Context: an optimization exercise on an open-source flow, tuned for small area. The choices shown serve that exercise and are no tape-out recipe.
The RTL was checked by simulation tests, not by an equivalence proof against the original design.
Power is estimated from default activity; no workload was simulated.

==> flow/design.v (excerpt) <==
module cpu(
    input           clk,
    input           rst,
    output [31:0]   pc,
    input  [31:0]   imem_data,
    output          dmem_en,
    output          dmem_we,
    output [3:0]    dmem_be,
    output [9:0]    dmem_addr,
    output [31:0]   dmem_wdata,
    input  [31:0]   dmem_rdata,
    output [31:0]   out_reg6,
    output [31:0]   out_reg7,
    output [31:0]   out_reg15,
    output [31:0]   out_reg16
);
For scale: roughly 9500 cells after synthesis, roughly 270 I/O pins, roughly 120000 um2 of cells after synthesis.
==> flow/config.mk <==
export PLATFORM = sky130hd
export DESIGN_NAME = cpu
export DESIGN_NICKNAME = cpu
export VERILOG_FILES = /design/flow/design.v
export SDC_FILE = /design/flow/constraint.sdc
export NUM_CORES = 8
export LEC_CHECK = 0
export ABC_AREA = 1
export CAP_MARGIN = 15
export CORE_MARGIN = 2
export CORE_UTILIZATION = 65
export PLACE_DENSITY = 0.75
export SLEW_MARGIN = 15
==> flow/constraint.sdc <==
create_clock -name core_clock -period 500.0 [get_ports {clk}]
set_input_delay 100.0000 -clock core_clock [delete_from_list [all_inputs] [get_ports {clk}]]
set_output_delay 100.0000 -clock core_clock [all_outputs]
set_load 0.01 [all_outputs]
standard.sh (not shown) runs the stock make flow with config.mk's settings and CLKGATE_MAP_FILE= SYNTH_SCRIPT=/design/flow/synth_recipe.tcl, a recipe that flattens the netlist after the stock synthesis.
==> flow/flow/run.sh <==
#!/bin/bash
# 1. the standard synthesis, unchanged.
# 2. Area-oriented re-mapping of its combinational gates (flow/remap.tcl);
#    registers, adder cells and tie cells are untouched.
# 3. the standard layout of that netlist, with ports buffered by the
#    smallest buffer and a clock tree with larger leaf clusters and no
#    dummy loads.
# Each tool's output goes to a log file of its own in this folder.
set -euo pipefail
W=$PWD
bash standard.sh synth > log_1_synth.log 2>&1
R=orfs/results/$FLOW_PLATFORM/cpu/base
cp $R/1_2_yosys.v standard_synth.v
mv orfs orfs_synth
YOSYS=$(command -v yosys || echo $FLOW_HOME/../tools/install/yosys/bin/yosys)
REMAP_LIB=$FLOW_HOME/platforms/$FLOW_PLATFORM/lib/sky130_fd_sc_hd__tt_025C_1v80.lib \
REMAP_IN=$W/standard_synth.v REMAP_OUT=$W/remapped.v REMAP_TOP=$FLOW_TOP \
REMAP_SCRIPT=$W/flow/remap.abc REMAP_DIR=$W \
  $YOSYS -c flow/remap.tcl > log_2_remap.log 2>&1
bash standard.sh \
  "SYNTH_NETLIST_FILES=$W/remapped.v" \
  "BUFFER_PORTS_ARGS=-buffer_cell sky130_fd_sc_hd__buf_1" \
  "CTS_ARGS=-sink_clustering_enable -repair_clock_nets -dont_use_dummy_load -buf_list sky130_fd_sc_hd__clkbuf_8 -sink_clustering_size 16 -sink_clustering_max_diameter 60" \
  finish > log_3_layout.log 2>&1
Other scripts of this flow, unchanged in this note and not shown: flow/flow/remap.abc, flow/flow/remap.tcl
The first run completed with no timing, DRC or antenna violations.
Rerun with:
--- a/flow/design.v
+++ b/flow/design.v
@@ -245,30 +245,22 @@
                     d_store | d_lui;
     wire imm_sign = d_addi | d_addiu | d_sltiu | d_slti;
     wire [31:0] imm = { {16{imm_sign & ins[15]}}, ins[15:0] };
     wire d_sh_l   = d_sll | d_sllv;
     wire d_sh_ra  = d_sra | d_srav;
     wire d_sh_any = d_sll | d_srl | d_sra | d_sllv | d_srlv | d_srav;
     wire d_sh_var = d_sllv | d_srlv | d_srav;
     wire [4:0] sh_k   = d_sh_var ? rs_v[4:0] : ins[10:6];
     wire       sh_big = d_sh_var & (|rs_v[31:5]);
-    wire [31:0] sh_oh = 32'b1 << sh_k;
-    wire [31:0] sh_ohr;
-    assign sh_ohr[0] = sh_oh[0];
+    wire [4:0]  sh_e  = d_sh_l ? sh_k : (5'd0 - sh_k);
+    wire [31:0] sh_oh = 32'b1 << sh_e;
+    wire [31:0] sh_pow = sh_big ? { 31'b0, d_sh_ra } : sh_oh;
     genvar si;
-    generate
-        for (si = 1; si < 32; si = si + 1) begin : g_ohr
-            assign sh_ohr[si] = sh_oh[32 - si];
-        end
-    endgenerate
-    wire [31:0] sh_pow = d_sh_l  ? (sh_big ? 32'b0 : sh_oh) :
-                         d_sh_ra ? (sh_big ? 32'b1 : sh_ohr) :
-                                   (sh_big ? 32'b0 : sh_ohr);
     wire sh_hi = d_sh_any & ~d_sh_l & ((sh_k != 5'd0) | sh_big);
     reg [4:0] d_fn;
     always @(*) begin
         if (d_sub | d_subu)              d_fn = F_SUB;
         else if (d_and | d_andi)         d_fn = F_AND;
         else if (d_or | d_ori)           d_fn = F_OR;
         else if (d_xor | d_xori)         d_fn = F_XOR;
         else if (d_nor)                  d_fn = F_NOR;
         else if (d_lui)                  d_fn = F_LUI;
After rerunning:
- die area falls by 0.37%
- power drops by 6.3%
- sequential power is about the same
- via count decreases by 1.4%
- utilization decreases by 0.24 points
- flip-flop and latch count is unchanged
- wire length drops by 0.64%
- first-iteration DRC count decreases by 6.5%
- clock power stays flat

========
cpu, a different RTL version from the one above (not shown whole).
Size in the first run: about 2,600 flip-flops, ~270 I/O pins, about 0.14 sq mm of cells after synthesis.
==> module muldiv, before the edit <==
module muldiv(
    input           clk,
    input           rst,
    input           ph1,       
    input           mul,       
    input           sga,       
    input           sgb,       
    input  [31:0]   a,
    input  [31:0]   b,
    output [31:0]   hi,
    output [31:0]   lo
    );
    wire na = sga & a[31];
    wire nb = sgb & b[31];
    wire [31:0] ua, ub;
    cneg32 neg_a(.x(a), .n(na), .ci(1'b0), .y(ua), .any());
    cneg32 neg_b(.x(b), .n(nb), .ci(1'b0), .y(ub), .any());
    wire [31:0] k = ub ^ {32{~mul}};
    reg  [31:0] st_w;
    reg  [15:0] st_u0, st_u1;
    wire [31:0] row_in  [0:16];
    wire [15:0] u0, u1;
    assign row_in[0] = ph1 ? 32'b0 : st_w;
    genvar p, j;
    generate
        for (p = 0; p < 16; p = p + 1) begin : g_row
            localparam POL = p % 2;
            wire abit = ph1 ? ua[31 - p] : ua[15 - p];
            wire [31:0] y = { row_in[p][30:0], (~mul & abit) ^ POL[0] };
            wire [32:0] c;
            wire [31:0] s;
            assign c[0] = ~mul ^ POL[0];
            for (j = 0; j < 32; j = j + 1) begin : g_cell
                wire x = k[j] ^ POL[0];
                assign s[j]   = y[j] ^ x ^ c[j];
                assign c[j+1] = (y[j] & x) | (c[j] & (y[j] ^ x));
            end
            wire co   = c[32] ^ POL[0];
            wire top  = row_in[p][31] ^ POL[0];
            wire sel  = mul ? abit : co;
            assign row_in[p+1] = ~(sel ? s : y);
            assign u0[p] = mul ? (top ^ (sel & co)) : co;
            assign u1[p] = sel & top & co;
        end
    endgenerate
    always @(negedge clk or posedge rst)
        if (rst) begin
            st_w  <= 32'b0;
            st_u0 <= 16'b0;
            st_u1 <= 16'b0;
        end else begin
            st_w  <= row_in[16];
            st_u0 <= u0;
            st_u1 <= u1;
        end
    wire [31:0] U0 = { st_u0[0],  st_u0[1],  st_u0[2],  st_u0[3],  st_u0[4],  st_u0[5],
                       st_u0[6],  st_u0[7],  st_u0[8],  st_u0[9],  st_u0[10], st_u0[11],
                       st_u0[12], st_u0[13], st_u0[14], st_u0[15],
                       u0[0],  u0[1],  u0[2],  u0[3],  u0[4],  u0[5],  u0[6],  u0[7],
                       u0[8],  u0[9],  u0[10], u0[11], u0[12], u0[13], u0[14], u0[15] };
    wire [31:0] U1 = { st_u1[0],  st_u1[1],  st_u1[2],  st_u1[3],  st_u1[4],  st_u1[5],
                       st_u1[6],  st_u1[7],  st_u1[8],  st_u1[9],  st_u1[10], st_u1[11],
                       st_u1[12], st_u1[13], st_u1[14], st_u1[15],
                       u1[0],  u1[1],  u1[2],  u1[3],  u1[4],  u1[5],  u1[6],  u1[7],
                       u1[8],  u1[9],  u1[10], u1[11], u1[12], u1[13], u1[14], u1[15] };
    wire [31:0] w = row_in[16];
    wire [31:0] mh;
    wire [32:0] hc;
    assign hc[0] = 1'b0;
    generate
        for (j = 0; j < 32; j = j + 1) begin : g_hadd
            wire u1s = (j == 0) ? 1'b0 : U1[j-1];
            assign mh[j]   = U0[j] ^ u1s ^ hc[j];
            assign hc[j+1] = (U0[j] & u1s) | (hc[j] & (U0[j] ^ u1s));
        end
    endgenerate
    wire [31:0] hi_u = mul ? mh : w;
    wire [31:0] lo_u = mul ? w : U0;
    wire n_lo = na ^ nb;
    wire n_hi = mul ? n_lo : na;
    wire lo_any;
    cneg32 neg_lo(.x(lo_u), .n(n_lo), .ci(1'b0), .y(lo), .any(lo_any));
    cneg32 neg_hi(.x(hi_u), .n(n_hi), .ci(mul & lo_any), .y(hi), .any());
endmodule
Settings: LEC_CHECK=0, ABC_AREA=1, CAP_MARGIN=20, CORE_MARGIN=2, CORE_UTILIZATION=30, PLACE_DENSITY=0.4, SLEW_MARGIN=20; clock period 500.0 ns.
run.sh (not shown) runs the stock make flow with config.mk's settings and CLKGATE_MAP_FILE= SYNTH_SCRIPT=/design/flow/synth_recipe.tcl, a recipe that flattens the netlist after the stock synthesis.
Stock flow here: none of the scripts above is used.
The starting point finished with max-capacitance violations, max-slew violations left.
Then changed:
--- a/flow/design.v
+++ b/flow/design.v
@@ -15,10 +15,18 @@
     wire nb = sgb & b[31];
     wire [31:0] ua, ub;
     cneg32 neg_a(.x(a), .n(na), .ci(1'b0), .y(ua), .any());
     cneg32 neg_b(.x(b), .n(nb), .ci(1'b0), .y(ub), .any());
     wire [31:0] k = ub ^ {32{~mul}};
+    wire [31:0] zb;
+    assign zb[31] = 1'b1;
+    genvar zi;
+    generate
+        for (zi = 30; zi >= 0; zi = zi - 1) begin : g_zb
+            assign zb[zi] = zb[zi+1] & ~ub[zi+1];
+        end
+    endgenerate
     reg  [31:0] st_w;
     reg  [15:0] st_u0, st_u1;
     wire [31:0] row_in  [0:16];
     wire [15:0] u0, u1;
     assign row_in[0] = ph1 ? 32'b0 : st_w;
@@ -36,14 +44,15 @@
                 assign s[j]   = y[j] ^ x ^ c[j];
                 assign c[j+1] = (y[j] & x) | (c[j] & (y[j] ^ x));
             end
             wire co   = c[32] ^ POL[0];
             wire top  = row_in[p][31] ^ POL[0];
-            wire sel  = mul ? abit : co;
+            wire q    = ph1 ? (zb[p] & (c[p+1] ^ POL[0])) : (zb[p+16] & (c[p+17] ^ POL[0]));
+            wire sel  = mul ? abit : q;
             assign row_in[p+1] = ~(sel ? s : y);
-            assign u0[p] = mul ? (top ^ (sel & co)) : co;
-            assign u1[p] = sel & top & co;
+            assign u0[p] = mul ? (top ^ (abit & co)) : q;
+            assign u1[p] = abit & top & co;
         end
     endgenerate
     always @(negedge clk or posedge rst)
         if (rst) begin
             st_w  <= 32'b0;
With this change the flow ran to the end with no violations.
Global-route usage fell by 0.50 points.
Register-to-register slack improves by 45000 ps.
Sequential share of layout area fell by 0.22 points.
Wire length fell by 0.86%.
Final cell count fell by 0.88%.
Non-clock buffer count fell by 28.
Core utilization fell by 0.58 points.
Design area rose by 0.47%.
Clock power fell by about 3%.
